Source: an optimization exercise on an open RTL-to-GDS flow (aim: small area). Production flows keep margins and buffers that such runs may drop.
No functional check of the RTL was part of this run.
No activity file was given, so power comes from the tool's default toggle rates.

==> design.v <==
module sqrt_u32
	#(
			parameter  DATA_WIDTH = 32,
			parameter  Q_WIDTH = DATA_WIDTH/2,
			parameter  R_WIDTH = Q_WIDTH + 1	)
	(
	input	wire clk,
	input	wire rst_n,
	input	wire valid_in,
	input	wire [DATA_WIDTH-1:0]	data_i,
	output	reg	valid_out,
	output	reg	[Q_WIDTH-1:0]	data_o
    );
	reg 	[DATA_WIDTH-1:0] D  [Q_WIDTH:1];
	reg 	[Q_WIDTH-1:0] Q_z	[Q_WIDTH:1]; 
	reg	 	[Q_WIDTH-1:0] Q_q	[Q_WIDTH:1];
	reg 	valid_flag		    [Q_WIDTH:1];
	always@(posedge	clk or negedge	rst_n)
		begin
			if(!rst_n)
				begin
					D[Q_WIDTH] <= 0;
					Q_z[Q_WIDTH] <= 0;
					Q_q[Q_WIDTH] <= 0;
					valid_flag[Q_WIDTH] <= 0;
				end
			else if(valid_in)
				begin
					D[Q_WIDTH] <= data_i;   
					Q_z[Q_WIDTH] <= {1'b1,{(Q_WIDTH-1){1'b0}}};  
					Q_q[Q_WIDTH] <= 0;  
					valid_flag[Q_WIDTH] <= 1;
				end
			else
				begin
					D[Q_WIDTH] <= 0;
					Q_z[Q_WIDTH] <= 0;
					Q_q[Q_WIDTH] <= 0;
					valid_flag[Q_WIDTH] <= 0;
				end
		end
		generate
			genvar i;
				for(i=Q_WIDTH-1;i>=1;i=i-1)
					begin
						always@(posedge clk or negedge	rst_n)
							begin
								if(!rst_n)
									begin
										D[i] <= 0;
										Q_z[i] <= 0;
										Q_q[i] <= 0;
										valid_flag[i] <= 0;
									end
								else	if(valid_flag[i+1])
									begin
										if(Q_z[i+1]*Q_z[i+1] > D[i+1])
											begin
												Q_z[i] <= {Q_q[i+1][Q_WIDTH-1:i],1'b1,{{i-1}{1'b0}}};
												Q_q[i] <= Q_q[i+1];
											end
										else
											begin
												Q_z[i] <= {Q_z[i+1][Q_WIDTH-1:i],1'b1,{{i-1}{1'b0}}};
												Q_q[i] <= Q_z[i+1];
											end
										D[i] <= D[i+1];
										valid_flag[i] <= 1;
									end
								else
									begin
										valid_flag[i] <= 0;
										D[i] <= 0;
										Q_q[i] <= 0;
										Q_z[i] <= 0;
									end
							end
					end
		endgenerate
		always@(posedge	clk or negedge	rst_n) 
			begin
				if(!rst_n)
					begin
						data_o <= 0;
						valid_out <= 0;
					end
				else	if(valid_flag[1])
					begin
						if(Q_z[1]*Q_z[1] > D[1])
							begin
								data_o <= Q_q[1];
								valid_out <= 1;
							end
						else
							begin
								data_o <= {Q_q[1][Q_WIDTH-1:1],Q_z[1][0]};
								valid_out <= 1;
							end
					end
				else
					begin
						data_o <= 0;
						valid_out <= 0;
					end
			end
endmodule
==> run.sh <==
#!/bin/bash
# synth_recipe.tcl (not shown) runs the flow's synth.tcl, then flattens the netlist and writes it again
# the make line also repeats each setting of config.mk as NAME=value (left out here)
make -C /OpenROAD-flow-scripts/flow DESIGN_CONFIG=/design/flow/config.mk WORK_HOME=/design/flow/orfs CLKGATE_MAP_FILE= SYNTH_SCRIPT=/design/flow/synth_recipe.tcl finish
==> config.mk <==
export PLATFORM = sky130hd
export DESIGN_NAME = sqrt_u32
export DESIGN_NICKNAME = sqrt_u32
export VERILOG_FILES = /design/flow/design.v
export SDC_FILE = /design/flow/constraint.sdc
export NUM_CORES = 4
export LEC_CHECK = 0
export CAP_MARGIN = 20
export CORE_MARGIN = 2
export CORE_UTILIZATION = 40
export SLEW_MARGIN = 20
==> constraint.sdc <==
create_clock -name core_clock -period 9.0 [get_ports {clk}]
set_input_delay 1.8000 -clock core_clock [delete_from_list [all_inputs] [get_ports {clk}]]
set_output_delay 1.8000 -clock core_clock [all_outputs]
set_load 0.01 [all_outputs]
==> flow_metrics.env <==
export IMPL_dr_wl_met2_um=73700
export IMPL_floorplan_core_area_mm2=0.173
export IMPL_wl_met3_um=4300
export IMPL_yosysMostFrequentCell="sky130_fd_sc_hd__inv_1"
export IMPL_drt_drc_violations_left=0
export IMPL_grt_util_all_layers_pct=17.6
export IMPL_ys_flop_type="sky130_fd_sc_hd__dfrtp_1"
export IMPL_top_signal_layer_used="met4"
export IMPL_finalWirelength_um=150000
export IMPL_worst_setup_path_endpoint="data_o[0]"
export IMPL_drt_pass1_iterations=7
export IMPL_htreeDepth=3
export IMPL_power_static_leakage_nw=43.0
export IMPL_reg2reg_setup_slack_ns=1.02
export IMPL_critical_path_arrival_ns=8.58
export IMPL_first_global_vias=49600
export IMPL_synth_net_count=8955
export IMPL_antenna_found_initial=0
export IMPL_path_clk_slew_ns=0.06
export IMPL_yosys_register_bits=665
export IMPL_timing_critical_path_required_ns=9.60
export IMPL_drt_vias_per_instance=4.85
export IMPL_hold_viol=0
export IMPL_setup_worst_path_start_class="flip-flop"
export IMPL_worstHoldPathType="flip-flop to flip-flop"
export IMPL_time_the_worst_path_needs_with_i_o_delays_and_setup_ns=7.98
export IMPL_globalRouteOverflowTotal=0
export IMPL_max_slew_margin_pct=28.9
export IMPL_wl_per_cell_um=16.1
export IMPL_cts_sinks=665
export IMPL_synth_area_mm2=0.0697
export IMPL_cts_hold_buffers=0
export IMPL_post_synth_num_cell_types=73
export IMPL_design_final_nets=8920
export IMPL_end_kind="flip-flop"
export IMPL_critPathKind="flip-flop to flip-flop"
export IMPL_synth_largest_area_cell="sky130_fd_sc_hd__dfrtp_1"
export IMPL_synth_area_per_cell_um2=9.92
export IMPL_power_density_mw_per_mm2=103
export IMPL_gp_congestion=0.862
export IMPL_count_of_final_setup_violators=0
export IMPL_yosys_warnings=5
export IMPL_async_s_r_ff_share_synth_pct=100
export IMPL_ios=52
export IMPL_antenna_left=0
export IMPL_die_y_um=421
export IMPL_final_layout_size_suffix_gt1_share_pct=2.80
export IMPL_critPathMaxStageDelay_ns=0.91
export IMPL_clk_insertion_delay_late_ns=0.74
export IMPL_post_synth_inst_count=7018
export IMPL_n_fill_cell=16700
export IMPL_placedInstanceArea_mm2=0.0726
export IMPL_vias=45500
export IMPL_grt_max_degree=166
export IMPL_detailedRoute_firstIterationViolations=2252
export IMPL_startpoint_of_the_worst_slack_reg_to_reg_timing_path="Q_z[1][12]"
export IMPL_critical_path_peak_fanout=15
export IMPL_port_buffer_count=51
export IMPL_rsz0062_at_grt="false"
export IMPL_worst_setup_path_startpoint="Q_z[1][12]"
export IMPL_synth_edf_count=0
export IMPL_cts_post_setup_buffers_inserted=0
export IMPL_timing_fmax_mhz=125
export IMPL_drv_slew=0
export IMPL_tritoncts="built"
export IMPL_timing_worst_slew_pin_value_ns=1.04
export IMPL_cap_violations=0
export IMPL_die_area_mm2=0.177
export IMPL_worst_clock_skew_ns=0.0572
export IMPL_num_antenna_cells=0
export IMPL_dp_wirelength_um=123000
export IMPL_m1WireLength_um=68100
export IMPL_die_width_um=421
export IMPL_synth_top_area_share_pct=23.9
export IMPL_final_sum_of_negative_setup_slack_ns=0
export IMPL_vdd_drop_max_uv=132
export IMPL_syn2layout_area_growth_pct=8.13
export IMPL_final_design_area_no_fill_mm2=0.0753
export IMPL_ff2ff_path_depth=29
export IMPL_cts_root_to_sink_buffers=3
export IMPL_post_cts_resize_count=0
export IMPL_cts_root_buf="sky130_fd_sc_hd__clkbuf_16"
export IMPL_final_worst_path_cycle_share_pct=88.7
export IMPL_cts_buffers_inserted=78
export IMPL_initial_utilization_pct=40.2
export IMPL_result_of_the_run="finished clean"
export IMPL_top_post_synthesis_cells_by_count="1457 x sky130_fd_sc_hd__inv_1, 1106 x sky130_fd_sc_hd__ha_1, 899 x sky130_fd_sc_hd__and2_1"
export IMPL_num_rows=153
export IMPL_post_synth_main_area_contributors="sky130_fd_sc_hd__dfrtp_1 24%, sky130_fd_sc_hd__fa_1 23%, sky130_fd_sc_hd__ha_1 20%"
export IMPL_synth_sequential_area_ratio_pct=23.9
export IMPL_global_route_wire_length_before_repair_um=255000
export IMPL_r2r_end="data_o[0]"
export IMPL_worst_path_cell_with_the_longest_stage_delay="sky130_fd_sc_hd__a2111oi_0"
==> cells in the final DEF (no fill, tap or decap), types with 10 or more instances in the layout <==
master / Yosys / layout
sky130_fd_sc_hd__a211oi_1: 24 / 24
sky130_fd_sc_hd__a21o_1: 157 / 157
sky130_fd_sc_hd__a21oi_1: 221 / 221
sky130_fd_sc_hd__a31oi_1: 21 / 21
sky130_fd_sc_hd__and2_1: 899 / 899
sky130_fd_sc_hd__and3_1: 21 / 21
sky130_fd_sc_hd__and4_1: 12 / 12
sky130_fd_sc_hd__buf_4: 0 / 22
sky130_fd_sc_hd__clkbuf_16: 0 / 78
sky130_fd_sc_hd__clkbuf_8: 0 / 13
sky130_fd_sc_hd__clkdlybuf4s50_1: 0 / 50
sky130_fd_sc_hd__clkinv_2: 0 / 16
sky130_fd_sc_hd__dfrtp_1: 665 / 665
sky130_fd_sc_hd__fa_1: 796 / 796
sky130_fd_sc_hd__ha_1: 1106 / 1106
sky130_fd_sc_hd__inv_1: 1457 / 1457
sky130_fd_sc_hd__mux2_2: 13 / 13
sky130_fd_sc_hd__nand2_1: 377 / 377
sky130_fd_sc_hd__nand2b_1: 29 / 29
sky130_fd_sc_hd__nand3_1: 43 / 43
sky130_fd_sc_hd__nand4_1: 65 / 65
sky130_fd_sc_hd__nor2_1: 156 / 156
sky130_fd_sc_hd__nor2b_1: 80 / 80
sky130_fd_sc_hd__nor3_1: 33 / 33
sky130_fd_sc_hd__nor4_1: 55 / 55
sky130_fd_sc_hd__nor4b_1: 12 / 12
sky130_fd_sc_hd__o211ai_1: 12 / 12
sky130_fd_sc_hd__o21a_1: 29 / 29
sky130_fd_sc_hd__o21ai_0: 124 / 124
sky130_fd_sc_hd__o21bai_1: 15 / 15
sky130_fd_sc_hd__o31ai_1: 10 / 10
sky130_fd_sc_hd__or2_2: 15 / 15
sky130_fd_sc_hd__xnor2_1: 190 / 190
sky130_fd_sc_hd__xor2_1: 57 / 57
==> where the power goes <==
group          internal, mW  total, mW  leakage (nW)  switching, mW
logic                 0.505       1.13          32.5          0.621
clock network          1.96       3.34          1.34           1.39
registers              3.06       3.28          9.15          0.218
==> per-stage QoR <==
| stage | worst slack [ns] | instances | total power, mW | utilization, % | hold WS [ns] |
|---|---|---|---|---|---|
| 4_1_cts | 1.01 | 9364 | 7.86 | 43.4 | 0.462 |
| 3_3_place_gp | 1.18 | 9228 | 4.45 | 41.8 | 0.469 |
| 5_1_grt | 0.600 | 9364 | 8.15 | 43.4 | 0.478 |
| 6_report | 1.02 | 9364 | 7.75 | 43.4 | 0.467 |
| 3_5_place_dp | 1.09 | 9228 | 4.47 | 41.8 | 0.467 |
| 2_1_floorplan | 1.96 | 7018 | 4.02 | - | 0.399 |
==> registers in the layout, indices dropped and copies added (netlist names) <==
signal / cells
D: 512
Q_q: 1
Q_z: 134
data_o: 16
valid_flag: 1
valid_out: 1
==> logic make-up (layout without fill, tap and decap cells) <==
family | after synthesis | in the layout | synth area share, %
AO/OA/AOI/OAI | 696 | 696 | 6.41
flip-flops | 665 | 665 | 23.9
AND/OR/NAND/NOR | 1843 | 1843 | 14.7
XOR/XNOR | 247 | 247 | 3.11
other | 1 | 1 | 0.00538
buffers and inverters | 1647 | 1668 | 8.88
multiplexers | 16 | 16 | 0.253
adder cells (fa/ha/maj) | 1903 | 1903 | 42.8
==> per-layer routing <==
layer / up-vias / global-route usage, %
met5: - / 0
met2: 634 / 30.4
met3: 208 / 1.95
li1: 22000 / -
met4: 0 / 4.92
met1: 22600 / 23.3
==> critical path: cells and delay by family, from the launching register on <==
family | cells | cell delay (ns)
AND/OR/NAND/NOR | 4 | 0.73
XOR/XNOR | 2 | 0.26
AO/OA/AOI/OAI | 11 | 2.48
adder cells (fa/ha/maj) | 8 | 3.20
flip-flops | 1 | 0.75
buffers and inverters | 4 | 0.48
==> how the worst min path moves through the flow <==
stage	start	endpoint	slack (ns)	depth (start not counted)
after floorplan	Q_z[2][1]	Q_z[1][0]	0.40	0
after global placement	D[14][30]	D[13][30]	0.47	1
after detailed placement	D[10][30]	D[9][30]	0.47	1
after CTS	D[12][15]	D[11][15]	0.46	1
after global routing	D[12][15]	D[11][15]	0.48	1
final	D[12][15]	D[11][15]	0.47	1
==> area by class of cell <==
| class | count | area, um2 | share of cell area [%] |
|---|---|---|---|
| flip-flops and latches | 665 | 16600 | 22.1 |
| clock inverters | 38 | 592 | 0.786 |
| repair buffers | 75 | 721 | 0.957 |
| multi-input cells | 4706 | 46800 | 62.2 |
| well taps | 2325 | 2910 | 3.86 |
| inverters | 1457 | 5470 | 7.26 |
| clock buffers | 98 | 2160 | 2.86 |

==> port drivers added, routing unchanged <==
How much do the figures lean on ideal ports? The routed layout below was timed once more, with nothing changed but the port constraints.
Step 1: set_driving_cell puts a clkbuf_16 on clk and a buf_2 on each other input, an assumption about the parent block.
Step 2 also shifts input and output timing later by t, the mid clock arrival at the registers, as if the neighbouring blocks saw the same clock.
Slacks: no drivers / after step 1 / after step 2; pairs: no drivers / after step 1.
t (ns): 0.765
slack for setup (ns): 1.019 / 1.019 / 1.019
worst hold slack (ns): 0.467 / 0.467 / 0.467
After both steps setup and hold are still met in this run. For this run, drivers alone change the setup slack by 0.000 ns; drivers and shift together by 0.000 ns.
